From an optimization exercise on the open Yosys and OpenROAD flow, aimed at small area; shortcuts taken in it are not production practice.
At most, simulation tests tie the RTL to the original design; equivalence was not proved.
Power and IR drop assume default switching activity.

== job 4833 ==
## chess_top
module chess_top( MemOE, MemWR, RamCS, FlashCS, QuadSpiFlashCS,
		ClkPort,
		BtnL, BtnU, BtnD, BtnR, BtnC,
		Sw0,
		vga_hsync, vga_vsync,
		vga_r0, vga_r1, vga_r2,
		vga_g0, vga_g1, vga_g2,
		vga_b0, vga_b1,
		Ld0, Ld1, Ld2, Ld3, Ld4
	);
Settings: LEC_CHECK=0, CAP_MARGIN=20, CORE_MARGIN=2, CORE_UTILIZATION=70, CTS_BUF_LIST=sky130_fd_sc_hd__clkbuf_16, CTS_CLUSTER_DIAMETER=90, CTS_CLUSTER_SIZE=26, PLACE_DENSITY=0.9, SLEW_MARGIN=20; clock period 10.0 ns.
standard.sh (not shown) runs the stock make flow with config.mk's settings and CLKGATE_MAP_FILE= SYNTH_SCRIPT=/design/flow/synth_recipe.tcl, a recipe that flattens the netlist after the stock synthesis.
==> flow/flow/run.sh <==
#!/bin/bash
# Standard layout, with the port buffers made from the smallest buffer cell.
bash standard.sh BUFFER_PORTS_ARGS="-buffer_cell sky130_fd_sc_hd__buf_1" finish > standard.log 2>&1
Changes in job 2131 relative to job 4833:
--- a/flow/config.mk
+++ b/flow/config.mk
@@ -8,8 +8,8 @@
 export CAP_MARGIN = 20
 export CORE_MARGIN = 2
-export CORE_UTILIZATION = 70
+export CORE_UTILIZATION = 60
 export CTS_BUF_LIST = sky130_fd_sc_hd__clkbuf_16
 export CTS_CLUSTER_DIAMETER = 90
 export CTS_CLUSTER_SIZE = 26
-export PLACE_DENSITY = 0.9
+export PLACE_DENSITY = 0.75
 export SLEW_MARGIN = 20
Across job 4833 and job 2131, the outcome is the same: a clean finish for every run. Between job 4833 and job 2131, the flow reports met1 wire length increasing by a little under 10%. Compared with job 4833, in job 2131 count of clock buffers in the final design saw an increase, power saw a decrease, global-route usage saw a decrease. The die used by job 2131 is larger than the one used by job 4833. Job 2131 ends up with higher minimum setup slack in the final design than job 4833 does. Comparing the two runs side by side, job 2131 comes out behind job 4833 on register-to-register slack. Job 2131 packs its core looser than job 4833.
## Diff of input files: job 8245 against job 2131
--- a/flow/config.mk
+++ b/flow/config.mk
@@ -10,6 +10,6 @@
 export CORE_UTILIZATION = 60
 export CTS_BUF_LIST = sky130_fd_sc_hd__clkbuf_16
-export CTS_CLUSTER_DIAMETER = 90
-export CTS_CLUSTER_SIZE = 26
-export PLACE_DENSITY = 0.75
+export CTS_CLUSTER_DIAMETER = 100
+export CTS_CLUSTER_SIZE = 28
+export PLACE_DENSITY = 0.85
 export SLEW_MARGIN = 20
[summary]
Job 8245: full flow OK, the timing, DRC and antenna checks passed. Job 8245 vs. job 2131: count of clock-net buffers in the final layout went down by 2. In the metrics for job 8245 and job 2131, the one carrying the higher share of the clock period used by the worst path after layout is job 8245. Compared with job 2131, job 8245 degrades post-layout worst setup margin. Summary — post-route total power, job 8245 relative to job 2131: lower, by 0.000024 W. [diff] maximum frequency, job 8245 relative to job 2131: regression. Of job 8245 and job 2131, the lower clock distribution power belongs to job 8245. Total detailed-routing wirelength in job 8245 vs job 2131: up 2.7%.
Function was not checked in any run of this note: the RTL went through the layout flow alone.

* * *

## the reference run
chess_top, a different RTL version from the one above (not shown whole).
For scale: about 1,200 cells after synthesis, about 430 flip-flops, about 27 I/O pins, about 14,000 um2 of cells after synthesis.
Settings: LEC_CHECK=0, CAP_MARGIN=20, CORE_MARGIN=2, CORE_UTILIZATION=60, CTS_BUF_LIST=sky130_fd_sc_hd__clkbuf_16, CTS_CLUSTER_DIAMETER=95, CTS_CLUSTER_SIZE=27, PLACE_DENSITY=0.8, SLEW_MARGIN=20; clock period 10.0 ns.
Scripts as last shown in full above: flow/flow/run.sh
The reference run ended with every stage complete and zero timing, DRC or antenna violations.
What the trial run does differently from the reference run at the input level:
- CTS_CLUSTER_SIZE: 27 -> 26
- CTS_CLUSTER_DIAMETER: 95 -> 90
- PLACE_DENSITY: 0.8 -> 0.75
[summary]
Between the reference run and the trial run, the portion of total power attributed to combinational logic figures differ only marginally.
Cmp the trial run vs the reference run: pin count of the biggest net entering global routing lower in the trial run
Gate count of the mapped netlist: the reference run vs the trial run identical
[compare] base=the reference run new=the trial run: total track usage dropped 0.69 points, reg2reg setup slack climbed 180 ps.
In the tables for the trial run and the reference run, maximum single-stage delay on the critical path reads higher with the reference run.
Diff the reference run -> the trial run: fraction of met1 tracks used by global routing climbed 0.23 points; worst hold margin up 11 ps; routed wire length fell 1000 um; end-of-flow core utilization comparable.
The trial run and the reference run ended up with nearly the same die boundary height.

* * *

Setup of build 62:
chess_top, a different RTL version from the one above (not shown whole).
Size: about 1,200 cells after synthesis, ~430 flip-flops, roughly 0.015 mm² of cells after synthesis.
==> flow/config.mk <==
export PLATFORM = sky130hd
export DESIGN_NAME = chess_top
export DESIGN_NICKNAME = chess_top
export VERILOG_FILES = /design/flow/design.v
export SDC_FILE = /design/flow/constraint.sdc
export NUM_CORES = 8
export LEC_CHECK = 0
export CAP_MARGIN = 20
export CORE_MARGIN = 2
export CORE_UTILIZATION = 60
export CTS_BUF_LIST = sky130_fd_sc_hd__clkbuf_16
export CTS_CLUSTER_DIAMETER = 90
export CTS_CLUSTER_SIZE = 26
export PLACE_DENSITY = 0.75
export SLEW_MARGIN = 20
==> flow/constraint.sdc <==
create_clock -name core_clock -period 10.0 [get_ports {ClkPort}]
set_input_delay 2.0000 -clock core_clock [delete_from_list [all_inputs] [get_ports {ClkPort}]]
set_output_delay 2.0000 -clock core_clock [all_outputs]
set_load 0.01 [all_outputs]
Scripts as last shown in full above: flow/flow/run.sh
Per the final summary, build 62 finished and its layout is clean on timing, DRC and antenna.
Inputs modified between build 62 and build 47:
- changing CORE_UTILIZATION from 60 to 50
Notes after the runs:
Going from build 62 to build 47, cell count grew by a few percent. | count of flip-flops and latches | build 62 vs build 47 | ≈ equal |. Post-layout minimum cycle time: build 47 better than build 62. Flip-flop and latch share of the layout cell area: build 47 vs build 62 down 0.24 points. Compared with build 62, build 47 ends up with a larger final cell area.
Here is what was changed in the inputs of build 88 compared with build 47.
- PLACE_DENSITY now 0.8, was 0.75
- GPL_TIMING_DRIVEN now 0, previously not set
- CORE_UTILIZATION now 60, was 50
--- outcome ---
- Build 88: full flow OK, the timing, DRC and antenna checks passed
- Of build 88 and build 47, it is build 88 that has the lower register fraction of the total cell area.
- Against build 47, cell total after placement in build 88 fell slightly.
- Looking at buffering stage count on the worst path with inverters included, build 88 sits 1 lower than build 47 does.
- Compared with build 47, build 88 shows die area that has gone down by more than 10%.
- Build 88 ended with less die width than build 47.
- Re number of clock buffers in the layout: build 47 was lower than build 88.
- In build 88 the mean routed wirelength per cell turned out 0.77 µm higher than in build 47.
- More vias were needed by build 88 than by build 47.
- Build 47 → build 88: maximum ir drop on the vdd rail rose about 60%, critical path depth fell 1, final area rose about 2%.
--- input diff build 88..build 78 ---
- swapping 0.8 for 0.7 in PLACE_DENSITY
- clearing GPL_TIMING_DRIVEN, which used to be 0
Fraction of synthesized cell area in xor and xnor cells: build 78 vs build 88 identical
[compare] base=build 88 new=build 78: share of the clock period used by the worst path after layout decreased by 4.2 points relative to the old numbers, via count decreased by 456 relative to the old numbers, sequential share of layout area increased by 1.3 points relative to the old numbers, area added between synthesis and finish decreased by 2.3 points relative to the old numbers.
For build 52, these inputs were changed with respect to build 78:
- PLACE_DENSITY: 0.7 -> 0.8
- ABC_AREA: unset -> 1
Results
In the reports for build 78 and build 52, the smaller fraction of area in clock buffers and inverters belongs to build 52. [compare] base=build 78 new=build 52: area added between synthesis and finish stayed essentially flat; worst slew margin relative to its limit increased by 2.7 points relative to the old numbers; worst setup slack after layout went up; delay of the slowest cell on the worst path decreased 50 ps; transition time at the pin with the least slew margin went down 41 ps. Build 52 — fmax 3.6 MHz higher, build 78 as reference. Build 52 finished end to end and its layout was clean on timing, DRC and antenna. Diff build 78 -> build 52 | overall die area | increase of about 1.9%. Area after synthesis is higher on build 52.
#### Input delta (build 91 over build 52)
- a change of PLACE_DENSITY from 0.8 to 0.75
- a deleted ABC_AREA that had been 1
- a change of CTS_CLUSTER_SIZE from 26 to 28
## What came out
- Fmax sits lower in build 91 than in build 52.
- Build 91 has completed all stages; timing, DRC and antenna checks passed.
- Build 91 reports its beginning of the critical path as logic_module.cursor_addr[4]$_DFFE_PP1P_ while build 52 reports logic_module.cursor_addr[0]$_DFFE_PP0N_.
- Between build 91 and build 52, it is build 91 whose net switching share of the total power is lower, by 3.8 points.
- In build 91 the sum of met3 wire segment lengths after detailed routing turned out about 38% lower than in build 52.
- Comparing setup slack for build 91 and build 52, the smaller number came from build 91.
- Build 91 vs. build 52: share of the clock period used by the worst path after layout went up by 2.1 points.

* * *

run A:
Another version of the RTL of chess_top (not shown whole).
For scale: roughly 430 flip-flops, ~27 I/O pins, about 15000 um2 of cells after synthesis.
==> flow/config.mk <==
export PLATFORM = sky130hd
export DESIGN_NAME = chess_top
export DESIGN_NICKNAME = chess_top
export VERILOG_FILES = /design/flow/design.v
export SDC_FILE = /design/flow/constraint.sdc
export NUM_CORES = 8
export LEC_CHECK = 0
export CAP_MARGIN = 20
export CORE_MARGIN = 2
export CORE_UTILIZATION = 60
export CTS_BUF_LIST = sky130_fd_sc_hd__clkbuf_16
export CTS_CLUSTER_DIAMETER = 90
export CTS_CLUSTER_SIZE = 26
export PLACE_DENSITY = 0.75
export SLEW_MARGIN = 20
==> flow/constraint.sdc <==
create_clock -name core_clock -period 10.0 [get_ports {ClkPort}]
set_input_delay 2.0000 -clock core_clock [delete_from_list [all_inputs] [get_ports {ClkPort}]]
set_output_delay 2.0000 -clock core_clock [all_outputs]
set_load 0.01 [all_outputs]
==> flow/flow/run.sh <==
#!/bin/bash
bash standard.sh BUFFER_PORTS_ARGS="-buffer_cell sky130_fd_sc_hd__buf_1" REMOVE_ABC_BUFFERS=1 finish > standard.log 2>&1
Run A finished every stage and its layout cleared the timing, DRC and antenna checks.
Input changes introduced in run B (baseline for comparison: run A):
==> flow/flow/run.sh <==
#!/bin/bash
bash standard.sh BUFFER_PORTS_ARGS="-buffer_cell sky130_fd_sc_hd__buf_1" RECOVER_POWER=100 finish > standard.log 2>&1
Run B finished every stage; the final checks, however, were not passed, the failures being max-capacitance violations, max-slew violations. Run A: PASS, flow complete, no timing, DRC or antenna violations. Compared with run A, in run B number of clock buffers inserted by TritonCTS went down; total power moved down; power drawn by the clock network shrank by about 5%. Internal power component in run B is 1.3% below run A. The final design area excluding fillers in run B sits 110 um2 below the value recorded for run A. The average wire per standard cell number comes out lower for run B vs run A. As far as post-synthesis cell count goes, run B and run A are indistinguishable; the numbers are identical. ~same residual overflow from global routing in run A and run B.
The inputs of run C differ from those of run B as listed below.
==> flow/flow/run.sh <==
#!/bin/bash
# Standard layout, with the port buffers made from the smallest buffer cell.
bash standard.sh BUFFER_PORTS_ARGS="-buffer_cell sky130_fd_sc_hd__buf_1" finish > standard.log 2>&1
Findings:
- Run C did not stop at any stage, and its layout met the timing, DRC and antenna checks.
- Run C and run B ended up with nearly the same worst hold slack.
- Between run B and run C, the multi-input combinational area share figures differ only marginally.
- The non-filler instance count after layout of run C and that of run B are within noise of each other.
- Count of fill cells added during filler insertion (lower): run C
- Delta (run C minus run B): fmax increased by 2.5 MHz relative to the old numbers, quantity of hold-fixing buffers added after cts closely matched the old numbers, total length of routed wires closely matched the old numbers, met1 layer wirelength in the final routing decreased by about 0.6% relative to the old numbers, worst max-slew margin expressed relative to the limit increased by 140 points relative to the old numbers.
- On sequential share of layout area, run C and run B are neck and neck.

* * *

Setup of red:
Another version of the RTL of chess_top (not shown whole).
For scale: about 1,300 cells after synthesis, about 390 flip-flops, about 27 I/O pins.
==> flow/config.mk <==
export PLATFORM = sky130hd
export DESIGN_NAME = chess_top
export DESIGN_NICKNAME = chess_top
export VERILOG_FILES = /design/flow/design.v
export SDC_FILE = /design/flow/constraint.sdc
export NUM_CORES = 8
export LEC_CHECK = 0
export CAP_MARGIN = 20
export CORE_MARGIN = 2
export CORE_UTILIZATION = 50
export CTS_BUF_LIST = sky130_fd_sc_hd__clkbuf_16
export CTS_CLUSTER_DIAMETER = 80
export CTS_CLUSTER_SIZE = 22
export PLACE_DENSITY = 0.65
export SLEW_MARGIN = 20
==> flow/constraint.sdc <==
create_clock -name core_clock -period 10.0 [get_ports {ClkPort}]
set_input_delay 2.0000 -clock core_clock [delete_from_list [all_inputs] [get_ports {ClkPort}]]
set_output_delay 2.0000 -clock core_clock [all_outputs]
set_load 0.01 [all_outputs]
run.sh (not shown) runs the stock make flow with config.mk's settings and CLKGATE_MAP_FILE= SYNTH_SCRIPT=/design/flow/synth_recipe.tcl, a recipe that flattens the netlist after the stock synthesis.
Stock flow here: none of the scripts above is used.
Changes in blue relative to red:
# red
export LEC_CHECK = 0
export CAP_MARGIN = 20
export CORE_MARGIN = 2
export CORE_UTILIZATION = 50
export CTS_BUF_LIST = sky130_fd_sc_hd__clkbuf_16
export CTS_CLUSTER_DIAMETER = 80
export CTS_CLUSTER_SIZE = 22
export PLACE_DENSITY = 0.65
export SLEW_MARGIN = 20
create_clock -name core_clock -period 10.0 [get_ports {ClkPort}]
# blue
export LEC_CHECK = 0
export CAP_MARGIN = 20
export CORE_MARGIN = 2
export CORE_UTILIZATION = 70
export CTS_BUF_LIST = sky130_fd_sc_hd__clkbuf_16
export CTS_CLUSTER_DIAMETER = 100
export CTS_CLUSTER_SIZE = 30
export PLACE_DENSITY = 0.85
export SLEW_MARGIN = 20
create_clock -name core_clock -period 10.0 [get_ports {ClkPort}]
Results
From red to blue the numbers moved as follows: clock transition at the registers of the reported paths now larger, fraction of the cycle the final worst path needs now larger, die area now smaller, global-route met1 utilization now larger, post-route standard cell area excluding fillers now smaller. Synthesis-to-finish area growth in blue vs red: down 1.8 points. The effective utilization at floorplan of blue exceeds that of red by 20 points. Between blue and red, the clock period minus final worst setup slack is higher for blue.
Relative to blue, the following input files were edited for green:
# blue
export LEC_CHECK = 0
export CAP_MARGIN = 20
export CORE_MARGIN = 2
export CORE_UTILIZATION = 70
export CTS_BUF_LIST = sky130_fd_sc_hd__clkbuf_16
export CTS_CLUSTER_DIAMETER = 100
export CTS_CLUSTER_SIZE = 30
export PLACE_DENSITY = 0.85
export SLEW_MARGIN = 20
create_clock -name core_clock -period 10.0 [get_ports {ClkPort}]
# green
export LEC_CHECK = 0
export CAP_MARGIN = 20
export CORE_MARGIN = 2
export CORE_UTILIZATION = 25
export CTS_BUF_LIST = sky130_fd_sc_hd__clkbuf_4
export CTS_CLUSTER_SIZE = 30
export PLACE_DENSITY = 0.45
export SLEW_MARGIN = 20
create_clock -name core_clock -period 10.0 [get_ports {ClkPort}]
==> results.txt <==
Diff blue -> green: critical path depth decreased 2; design area higher; final-report setup violation count held.
No run of this note included a check of the RTL's function; only the layout flow was run.

* * *

chess_top with an RTL version that a note above also has.
For scale: ~1,200 cells after synthesis, about 430 flip-flops, about 27 I/O pins, about 0.015 mm2 of cells after synthesis.
export LEC_CHECK = 0
export CAP_MARGIN = 20
export CORE_MARGIN = 2
export CORE_UTILIZATION = 60
export CTS_BUF_LIST = sky130_fd_sc_hd__clkbuf_16
export CTS_CLUSTER_DIAMETER = 100
export CTS_CLUSTER_SIZE = 28
export PLACE_DENSITY = 0.85
export SLEW_MARGIN = 20
create_clock -name core_clock -period 10.0 [get_ports {ClkPort}]
standard.sh (not shown) runs the stock make flow with config.mk's settings and CLKGATE_MAP_FILE= SYNTH_SCRIPT=/design/flow/synth_recipe.tcl, a recipe that flattens the netlist after the stock synthesis.
==> flow/flow/run.sh <==
#!/bin/bash
# Standard layout, with the port buffers made from the smallest buffer cell.
bash standard.sh BUFFER_PORTS_ARGS="-buffer_cell sky130_fd_sc_hd__buf_1" finish > standard.log 2>&1
Rerun with:
Settings changed: CORE_UTILIZATION 60 to 70, CTS_CLUSTER_DIAMETER 100 to 90, CTS_CLUSTER_SIZE 28 to 26, PLACE_DENSITY 0.85 to 0.75.
Outcome:
- area after synthesis is unchanged
- power goes up by a few percent
- non-clock buffer count is unchanged
- setup slack gets worse by 5.5 ps
- flip-flop and latch count stays the same
Rerun with:
==> flow/run.sh (new file) <==
#!/bin/bash
# synth_recipe.tcl (not shown) runs the flow's synth.tcl, then flattens the netlist and writes it again
# the make line also repeats each setting of config.mk as NAME=value (left out here)
make -C /OpenROAD-flow-scripts/flow DESIGN_CONFIG=/design/flow/config.mk WORK_HOME=/design/flow/orfs CLKGATE_MAP_FILE= SYNTH_SCRIPT=/design/flow/synth_recipe.tcl finish
Settings changed: CORE_UTILIZATION 70 to 60, PLACE_DENSITY 0.75 to 0.8.
removed: flow/flow/run.sh
removed: flow/standard.sh
The changed run ran to the end with no violations. Register-to-register slack gets better by 60 ps. Worst setup slack gets worse by 350 ps. Critical path depth is unchanged. Global-route usage drops by 5.5 points. Sequential power stays flat. Synthesized area stays the same. Synthesized cell count does not change. Power drops by 1.8%. Cell area climbs by 1.4%. Core utilization drops by 11 points.
Rerun with:
==> flow/flow/run.sh (new file) <==
#!/bin/bash
# Standard layout, with the port buffers made from the smallest buffer cell.
bash standard.sh BUFFER_PORTS_ARGS="-buffer_cell sky130_fd_sc_hd__buf_1" finish > standard.log 2>&1
==> flow/standard.sh (new file) <==
#!/bin/bash
# synth_recipe.tcl (not shown) runs the flow's synth.tcl, then flattens the netlist and writes it again
# the make line also repeats each setting of config.mk as NAME=value (left out here)
make -C /OpenROAD-flow-scripts/flow DESIGN_CONFIG=/design/flow/config.mk WORK_HOME=/design/flow/orfs CLKGATE_MAP_FILE= SYNTH_SCRIPT=/design/flow/synth_recipe.tcl "${@:-finish}"
Settings changed: CTS_CLUSTER_DIAMETER 90 to 80, PLACE_DENSITY 0.8 to 0.75.
removed: flow/run.sh
What happened: The new run finished clean; power is higher by 0.32%; cell count is unchanged; core utilization drops by 0.50 points; sequential cell count does not change; register-to-register slack gets better by 20 ps; worst setup slack improves by 360 ps; design area fell by 0.77%; via count fell by 1.3%.

## port drivers added, routing unchanged
No port has a modelled driver above. Below, the same layouts with a new extraction and two added sets of constraints. Step 1 (the two cells are an assumption about what drives the block):
set clk [get_ports {ClkPort}]
set_driving_cell -lib_cell sky130_fd_sc_hd__clkbuf_16 $clk
set_driving_cell -lib_cell sky130_fd_sc_hd__buf_2 [delete_from_list [all_inputs] $clk]
Step 2 also shifts input and output timing later by t, the mid clock arrival at the registers, as if the neighbouring blocks saw the same clock. Slacks: ideal / step 1 / step 2; pairs: ideal / step 1.
run | t (ns) | slack for setup (ns) | hold slack, ns | latest minus earliest clock arrival (ns) | pins driven straight from the clock port
job 4833 | 0.578 | 2.873 / 2.828 / 3.406 | 0.317 / 0.317 / 0.317 | 0.028 / 0.028 | 1
job 2131 | 0.574 | 2.937 / 2.890 / 3.464 | 0.320 / 0.320 / 0.320 | 0.022 / 0.022 | 1
job 8245 | 0.579 | 2.814 / 2.768 / 3.347 | 0.320 / 0.320 / 0.320 | 0.025 / 0.024 | 1
the reference run | 0.561 | 2.407 / 2.363 / 2.924 | 0.312 / 0.312 / 0.312 | 0.028 / 0.028 | 1
the trial run | 0.559 | 2.384 / 2.338 / 2.897 | 0.323 / 0.323 / 0.323 | 0.025 / 0.024 | 1
build 62 | 0.591 | 2.918 / 2.866 / 3.457 | 0.319 / 0.319 / 0.319 | 0.028 / 0.028 | 1
build 47 | 0.587 | 2.930 / 2.882 / 3.468 | 0.314 / 0.314 / 0.314 | 0.023 / 0.023 | 1
build 88 | 0.565 | 2.566 / 2.522 / 3.086 | 0.318 / 0.318 / 0.318 | 0.021 / 0.021 | 1
build 78 | 0.577 | 2.991 / 2.938 / 3.515 | 0.324 / 0.324 / 0.324 | 0.017 / 0.017 | 1
build 52 | 0.577 | 3.162 / 3.116 / 3.694 | 0.324 / 0.324 / 0.324 | 0.019 / 0.019 | 1
build 91 | 0.567 | 2.955 / 2.908 / 3.474 | 0.315 / 0.315 / 0.315 | 0.023 / 0.023 | 1
run A | 0.579 | 2.840 / 2.793 / 3.372 | 0.319 / 0.319 / 0.319 | 0.028 / 0.028 | 1
run B | 0.572 | 2.706 / 2.661 / 2.887 | 0.311 / 0.311 / 0.311 | 0.044 / 0.044 | 1
run C | 0.572 | 2.835 / 2.790 / 3.362 | 0.309 / 0.309 / 0.309 | 0.043 / 0.043 | 1
red | 0.587 | 1.899 / 1.851 / 2.439 | 0.340 / 0.340 / 0.340 | 0.017 / 0.017 | 1
blue | 0.560 | 1.813 / 1.771 / 2.331 | 0.329 / 0.329 / 0.329 | 0.038 / 0.038 | 1
green | 0.854 | 1.657 / 1.606 / 2.460 | 0.320 / 0.320 / 0.320 | 0.055 / 0.054 | 1
the first run of note 6 | 0.575 | 2.956 / 2.909 / 3.484 | 0.323 / 0.323 / 0.323 | 0.036 / 0.036 | 1
the second run of note 6 | 0.571 | 2.951 / 2.905 / 3.476 | 0.323 / 0.323 / 0.323 | 0.026 / 0.026 | 1
the third run of note 6 | 0.569 | 2.599 / 2.555 / 3.124 | 0.319 / 0.319 / 0.319 | 0.022 / 0.022 | 1
the fourth run of note 6 | 0.575 | 2.958 / 2.909 / 3.484 | 0.322 / 0.322 / 0.322 | 0.019 / 0.019 | 1
